Context: an optimization exercise on an open-source flow, tuned for small area and a short achievable clock period. The choices shown serve that exercise and are no tape-out recipe.
Where RTL was checked, it was by simulation tests only, not by an equivalence proof against the original.
Power and IR drop assume default switching activity.

## video_uut
module video_uut (
    input  wire         clk_i       ,
    input  wire         cen_i       ,
    input  wire         rst_i       ,
    input  wire         vid_sel_i   ,
    input  wire [23:0]  vid_rgb_i   ,
    input  wire [1:0]   vh_blank_i  ,
    input  wire [2:0]   dvh_sync_i  ,
    output wire [2:0]   dvh_sync_o  ,
    output wire [23:0]  vid_rgb_o
);
    localparam [1:0] S_IDLE = 2'd0, S_ATTACK = 2'd1, S_HOLD = 2'd2, S_DECAY = 2'd3;
    reg [23:0] vid_rgb_d1;     
    reg        draw_d1;        
    reg        bg_d1;          
    reg [2:0]  dvh_sync_d1;
    reg [11:0] x_cnt, y_cnt;    
    reg        prev_de, prev_vs;
    reg [1:0]  state;
    reg [7:0]  timer;
    reg [3:0]  amp, tamp;
    reg        spd;            
    reg [15:0] lfsr;
    reg [12:0] phase;          
    reg [4:0]  freq_1, freq_2;
    reg [12:0] acc_1, acc_2;   
    reg [12:0] base_1, base_2; 
    reg [3:0]  bsel;           
  ...
For scale: about 1,300 cells after synthesis, roughly 170 flip-flops.
Settings: LEC_CHECK=0, CAP_MARGIN=20, CORE_MARGIN=2, CORE_UTILIZATION=40, CTS_BUF_LIST=sky130_fd_sc_hd__clkbuf_4 sky130_fd_sc_hd__clkbuf_8, SLEW_MARGIN=20, TNS_END_PERCENT=0; clock period 14.0 ns.
standard.sh (not shown) runs the stock make flow with config.mk's settings and CLKGATE_MAP_FILE= SYNTH_SCRIPT=/design/flow/synth_recipe.tcl, a recipe that flattens the netlist after the stock synthesis.
==> flow/flow/run.sh <==
#!/bin/bash
# Standard ORFS layout, with timing repair aiming at extra setup slack so that
# the achieved period (not only the 14 ns clock) is optimised, and plain buf_2
# cells (instead of delay buffers) as the port buffers.
set -euo pipefail
bash standard.sh finish SETUP_SLACK_MARGIN=9.5 "BUFFER_PORTS_ARGS=-buffer_cell sky130_fd_sc_hd__buf_2" > flow_make.log 2>&1
The first run passed the timing, design-rule and antenna checks.
Then changed:
--- a/flow/flow/run.sh
+++ b/flow/flow/run.sh
@@ -5,2 +5,2 @@
 set -euo pipefail
-bash standard.sh finish SETUP_SLACK_MARGIN=9.5 "BUFFER_PORTS_ARGS=-buffer_cell sky130_fd_sc_hd__buf_2" > flow_make.log 2>&1
+bash standard.sh finish SETUP_SLACK_MARGIN=9.5 MATCH_CELL_FOOTPRINT=0 "BUFFER_PORTS_ARGS=-buffer_cell sky130_fd_sc_hd__buf_2" > flow_make.log 2>&1
Result: Final cell count hardly moves; worst hold slack stays flat; count of clock-buffer cells in the layout is unchanged; design area stays flat; die area is unchanged; wire length is about the same; power stays flat; via count went up by 0.37%.
No functional check of the RTL was part of any run of this note.

========
Setup of TR:
The RTL this note starts from:
==> flow/design.v <==
module video_uut (
    input  wire         clk_i       ,
    input  wire         cen_i       ,
    input  wire         rst_i       ,
    input  wire         vid_sel_i   ,
    input  wire [23:0]  vid_rgb_i   ,
    input  wire [1:0]   vh_blank_i  ,
    input  wire [2:0]   dvh_sync_i  ,
    output wire [2:0]   dvh_sync_o  ,
    output wire [23:0]  vid_rgb_o
);
    localparam [1:0] S_IDLE = 2'd0, S_ATTACK = 2'd1, S_HOLD = 2'd2, S_DECAY = 2'd3;
    reg [23:0] vid_rgb_d1;
    reg [2:0]  dvh_sync_d1;
    reg [11:0] x_cnt, y_cnt;
    reg        prev_de, prev_vs;
    reg [1:0]  state;
    reg [7:0]  timer;
    reg [3:0]  amp, tamp;
    reg        spd;            
    reg [15:0] lfsr;
    reg [12:0] phase;          
    reg [4:0]  freq_1, freq_2;
    reg [12:0] acc_1, acc_2;   
    reg [12:0] base_1, base_2; 
    reg [3:0]  bsel;           
    function [12:0] add13(input [12:0] a, input [12:0] b);
        integer i; reg c;
        begin
            c = 1'b0;
            for (i = 0; i < 13; i = i + 1) begin
                add13[i] = a[i] ^ b[i] ^ c;
                c = (a[i] & b[i]) | (c & (a[i] ^ b[i]));
            end
        end
    endfunction
    function [12:0] addf(input [12:0] a, input [4:0] f);
        integer i; reg c;
        begin
            c = 1'b0;
            for (i = 0; i < 5; i = i + 1) begin
                addf[i] = a[i] ^ f[i] ^ c;
                c = (a[i] & f[i]) | (c & (a[i] ^ f[i]));
            end
            for (i = 5; i < 13; i = i + 1) begin
                addf[i] = a[i] ^ c;
                c = a[i] & c;
            end
        end
    endfunction
    wire [6:0]  t_1 = acc_1[11:5] ^ {7{acc_1[12]}};
    wire [6:0]  t_2 = acc_2[11:5] ^ {7{acc_2[12]}};
    wire [7:0]  sum = t_1 + t_2;                  
    reg        a1_en, a2_en, a2, a2_neg;
    reg  [1:0] a1;
    wire [10:0] term1 = a1_en ? ({3'b0, sum} << a1) : 11'd0;
    wire [8:0]  term2 = a2_en ? ({1'b0, sum} << a2) : 9'd0;
    wire        add1 = a2_en & ~a2_neg;
    wire [14:0] kc  = ~{4'b0, 11'd1072 | {8'd0, lfsr[1:0], 1'b0}} + 15'd2 + {14'b0, add1} + {4'b0, amp, 7'b0};
    wire [14:0] op2 = ~{4'b0, term1};
    wire [14:0] op3 = a2_en ? (a2_neg ? {6'b0, term2} : ~{6'b0, term2}) : 15'd0;
    wire        fix = sum[7] & sum[0] & amp[0];
    wire [14:0] ypre = {2'b0, y_cnt, 1'b0} + kc;
    wire [14:0] cs_s = ypre ^ op2 ^ op3;
    wire [14:0] cs_c = {(ypre[13:0] & op2[13:0]) | (ypre[13:0] & op3[13:0]) | (op2[13:0] & op3[13:0]), fix};
    wire [4:0]  lo  = {1'b0, cs_s[3:0]} + {1'b0, cs_c[3:0]};
    wire [10:0] hx  = cs_s[14:4] ^ cs_c[14:4];
    wire [10:0] ho  = cs_s[14:4] | cs_c[14:4];
    wire        hi_zero = ((hx[0] == lo[4])) & (hx[10:1] == ho[9:0]);
    wire [2:0]  dv = lo[3:1];
    wire draw = hi_zero & (lo[3:0] <= 4'd11) & ((y_cnt[11:3] != 0) | (y_cnt[2:0] >= dv));
    wire t_zero = (timer == 8'd0);
    wire lt = amp < tamp;
    wire gt = tamp < amp;
    wire st_idle = (state == S_IDLE), st_att = (state == S_ATTACK), st_hold = (state == S_HOLD), st_dec = (state == S_DECAY);
    wire hold_run = st_hold & ~t_zero;
    wire amp_low  = (amp[3:1] == 3'd0);                   
    wire glitch_c = hold_run & (lfsr[1:0] == 2'b11);
    wire tamp_inc = hold_run & (lfsr[2:0] == 3'b000) & (tamp < 4'd10);
    wire tamp_dec = hold_run & (lfsr[2:0] == 3'b111) & (tamp > 4'd3);
    wire [3:0] tamp_pick = (lfsr[3:0] < 4'd4) ? 4'd5 : (lfsr[3:0] > 4'd10) ? 4'd10 : lfsr[3:0];
    wire go_c = st_idle & t_zero;
    wire tamp_we = go_c | tamp_inc | tamp_dec;
    wire [3:0] tamp_nxt = go_c ? tamp_pick : tamp + (tamp_inc ? 4'd1 : 4'd15);
    wire amp_up2 = st_att & lt;
    wire amp_we  = amp_up2 | (hold_run & (lt | gt)) | st_dec;
    wire [3:0] amp_step = amp_up2 ? 4'd2 : (st_hold & lt) ? 4'd1 : 4'd15;
    wire [3:0] amp_nxt = (st_dec & amp_low) ? 4'd0 : amp + amp_step;
    wire timer_ld_h = st_att & ~lt;
    wire timer_ld_i = st_dec & amp_low;
    wire timer_we = timer_ld_h | timer_ld_i | ((st_idle | st_hold) & ~t_zero);
    wire [7:0] timer_nxt = timer_ld_h ? {1'b0, lfsr[4:0], 2'b00} : timer_ld_i ? {lfsr[5:0], 2'b00} : timer - 8'd1;
    reg  [1:0] st_nxt;
    always @* begin
        st_nxt = state;
        if (go_c) st_nxt = S_ATTACK;
        if (timer_ld_h) st_nxt = S_HOLD;
        if (st_hold & t_zero) st_nxt = S_DECAY;
        if (timer_ld_i) st_nxt = S_IDLE;
    end
    wire vs_rise  = dvh_sync_i[1] & ~prev_vs;
    wire upd      = vs_rise & spd;
    wire go       = upd & go_c;
    wire glitch   = upd & glitch_c;
    wire [4:0] f1_new = {1'b0, lfsr[3:0]} + 5'd10;
    wire [4:0] f2_new = {1'b0, lfsr[7:4]} + 5'd14;
    wire        stepping = |bsel;
    wire [12:0] b1_sum = (stepping ? {base_1[11:0], 1'b0} : base_1) + (phase & {13{~stepping | (|(bsel & freq_1[3:0]))}});
    wire [12:0] b2_sum = {base_2[11:0], 1'b0} + (phase & {13{|(bsel & freq_2[3:0])}});
    wire [12:0] b1_nxt = go ? (lfsr[12:0] & {13{f1_new[4]}}) :
                         (glitch & (&freq_1)) ? 13'd0 :    
                         (glitch | stepping) ? b1_sum : base_1;
    wire [12:0] b2_nxt = go ? (lfsr[12:0] & {13{f2_new[4]}}) : stepping ? b2_sum : base_2;
    wire x_rst = dvh_sync_i[1] | (~dvh_sync_i[2] & prev_de) | (dvh_sync_i[2] & (&x_cnt));
    wire x_inc = ~dvh_sync_i[1] & dvh_sync_i[2];
    always @(posedge clk_i) begin
        if (rst_i) begin
            state <= S_IDLE; timer <= 0; amp <= 0; tamp <= 0; spd <= 0;
            a1_en <= 0; a1 <= 0; a2_en <= 0; a2 <= 0; a2_neg <= 0;
            lfsr <= 16'hACE1;
            y_cnt <= 0; prev_de <= 0; prev_vs <= 0;
            vid_rgb_d1 <= 0; dvh_sync_d1 <= 0;
        end else if (cen_i) begin
            lfsr <= {lfsr[14:0], lfsr[15] ^ lfsr[13] ^ lfsr[12] ^ lfsr[10]};
            prev_vs <= dvh_sync_i[1];
            if (vs_rise) begin
                spd <= ~spd;
                if (spd) begin
                    state <= st_nxt;
                    if (timer_we) timer <= timer_nxt;
                    if (amp_we) begin
                        amp    <= amp_nxt;
                        a1_en  <= (amp_nxt != 4'd0);
                        a1     <= (amp_nxt >= 4'd7) ? 2'd3 : (amp_nxt >= 4'd4) ? 2'd2 : (amp_nxt >= 4'd2) ? 2'd1 : 2'd0;
                        a2_en  <= ~((amp_nxt == 4'd0) | (amp_nxt == 4'd1) | (amp_nxt == 4'd2) | (amp_nxt == 4'd4) | (amp_nxt == 4'd8));
                        a2     <= (amp_nxt == 4'd6) | (amp_nxt >= 4'd10);
                        a2_neg <= (amp_nxt == 4'd7);
                    end
                    if (tamp_we)  tamp  <= tamp_nxt;
                end
            end
            prev_de <= dvh_sync_i[2];
            if (dvh_sync_i[1]) y_cnt <= 0;
            else if (~dvh_sync_i[2] & prev_de) y_cnt <= y_cnt + 1;
            if (draw) vid_rgb_d1 <= 24'h00FF00;
            else      vid_rgb_d1 <= vid_sel_i ? 24'h0 : vid_rgb_i;
            dvh_sync_d1 <= dvh_sync_i;
        end
    end
    always @(posedge clk_i) begin
        if (cen_i) begin
            base_1 <= b1_nxt;
            base_2 <= b2_nxt;
            if (go) bsel <= 4'b1000;
            else bsel <= {1'b0, bsel[3:1]};
            if (go) begin
                phase  <= lfsr[12:0];
                freq_1 <= f1_new;
                freq_2 <= f2_new;
            end else if (glitch) freq_1 <= freq_1 + 1;
            if (x_rst) begin
                x_cnt <= 0; acc_1 <= b1_nxt; acc_2 <= b2_nxt;
            end else if (x_inc) begin
                x_cnt <= x_cnt + 1; acc_1 <= addf(acc_1, freq_1); acc_2 <= addf(acc_2, freq_2);
            end
        end
    end
    assign dvh_sync_o = dvh_sync_d1;
    assign vid_rgb_o  = vid_rgb_d1;
endmodule
==> flow/config.mk <==
export PLATFORM = sky130hd
export DESIGN_NAME = video_uut
export DESIGN_NICKNAME = video_uut
export VERILOG_FILES = /design/flow/design.v
export SDC_FILE = /design/flow/constraint.sdc
export NUM_CORES = 4
export LEC_CHECK = 0
export CAP_MARGIN = 20
export CORE_MARGIN = 2
export CORE_UTILIZATION = 40
export CTS_BUF_LIST = sky130_fd_sc_hd__clkbuf_4 sky130_fd_sc_hd__clkbuf_8
export SLEW_MARGIN = 20
==> flow/constraint.sdc <==
create_clock -name core_clock -period 14.0 [get_ports {clk_i}]
set_input_delay 2.8000 -clock core_clock [delete_from_list [all_inputs] [get_ports {clk_i}]]
set_output_delay 2.8000 -clock core_clock [all_outputs]
set_load 0.01 [all_outputs]
==> flow/flow/run.sh <==
#!/bin/bash
# Standard ORFS layout, with timing repair aiming at extra setup slack so that
# the achieved period (not only the 14 ns clock) is optimised, and plain buf_2
# cells (instead of delay buffers) as the port buffers.
set -euo pipefail
bash standard.sh finish SETUP_SLACK_MARGIN=9.5 "BUFFER_PORTS_ARGS=-buffer_cell sky130_fd_sc_hd__buf_2" > flow_make.log 2>&1
Input-level comparison between PW and TR:
Settings: clearing CTS_BUF_LIST, which used to be sky130_fd_sc_hd__clkbuf_4 sky130_fd_sc_hd__clkbuf_8.
==> flow/flow/run.sh <==
#!/bin/bash
# Standard ORFS layout, with timing repair aiming at extra setup slack so that
# the achieved period (not only the 14 ns clock) is optimised.
set -euo pipefail
bash standard.sh finish SETUP_SLACK_MARGIN=9.5 > flow_make.log 2>&1
==> comparison <==
- PW finished every step from synthesis to the final layout, and the layout passed the timing, design-rule and antenna checks.
- Relative to TR, the top achievable clock speed measured on PW has decreased slightly.
- Per the comparison of PW with TR, power share of the clock group increased 4.2 points; worst setup margin decreased 64 ps.
- PW vs TR — estimated wirelength of the detail-placed design dropped slightly

[what the ideal ports hide]
No port has a modelled driver above. Below, the same layouts with a new extraction and two added sets of constraints.
Step 1, drivers: a clkbuf_16 drives clk_i and a buf_2 each remaining input, both assumed.
Step 2 also shifts input and output timing later by t, the mid clock arrival at the registers, as if the neighbouring blocks saw the same clock.
a / b / c = ideal / step 1 / step 2; a / b = the first two.
| run | shift t [ns] | setup slack, ns | worst setup path at the end |
|---|---|---|---|
| the first run of note 1 | 0.517 | 9.332 / 9.332 / 8.837 | input to register |
| the second run of note 1 | 0.510 | 9.339 / 9.339 / 8.847 | input to register |
| TR | 0.502 | 9.145 / 9.145 / 9.144 | input to register |
| PW | 0.479 | 9.081 / 9.081 / 9.081 | register to register |
After both steps every run listed still meets setup and hold. The setup slack of the first run of note 1, which loses most, moves by 0.000 ns with the drivers and by -0.495 ns with both steps.
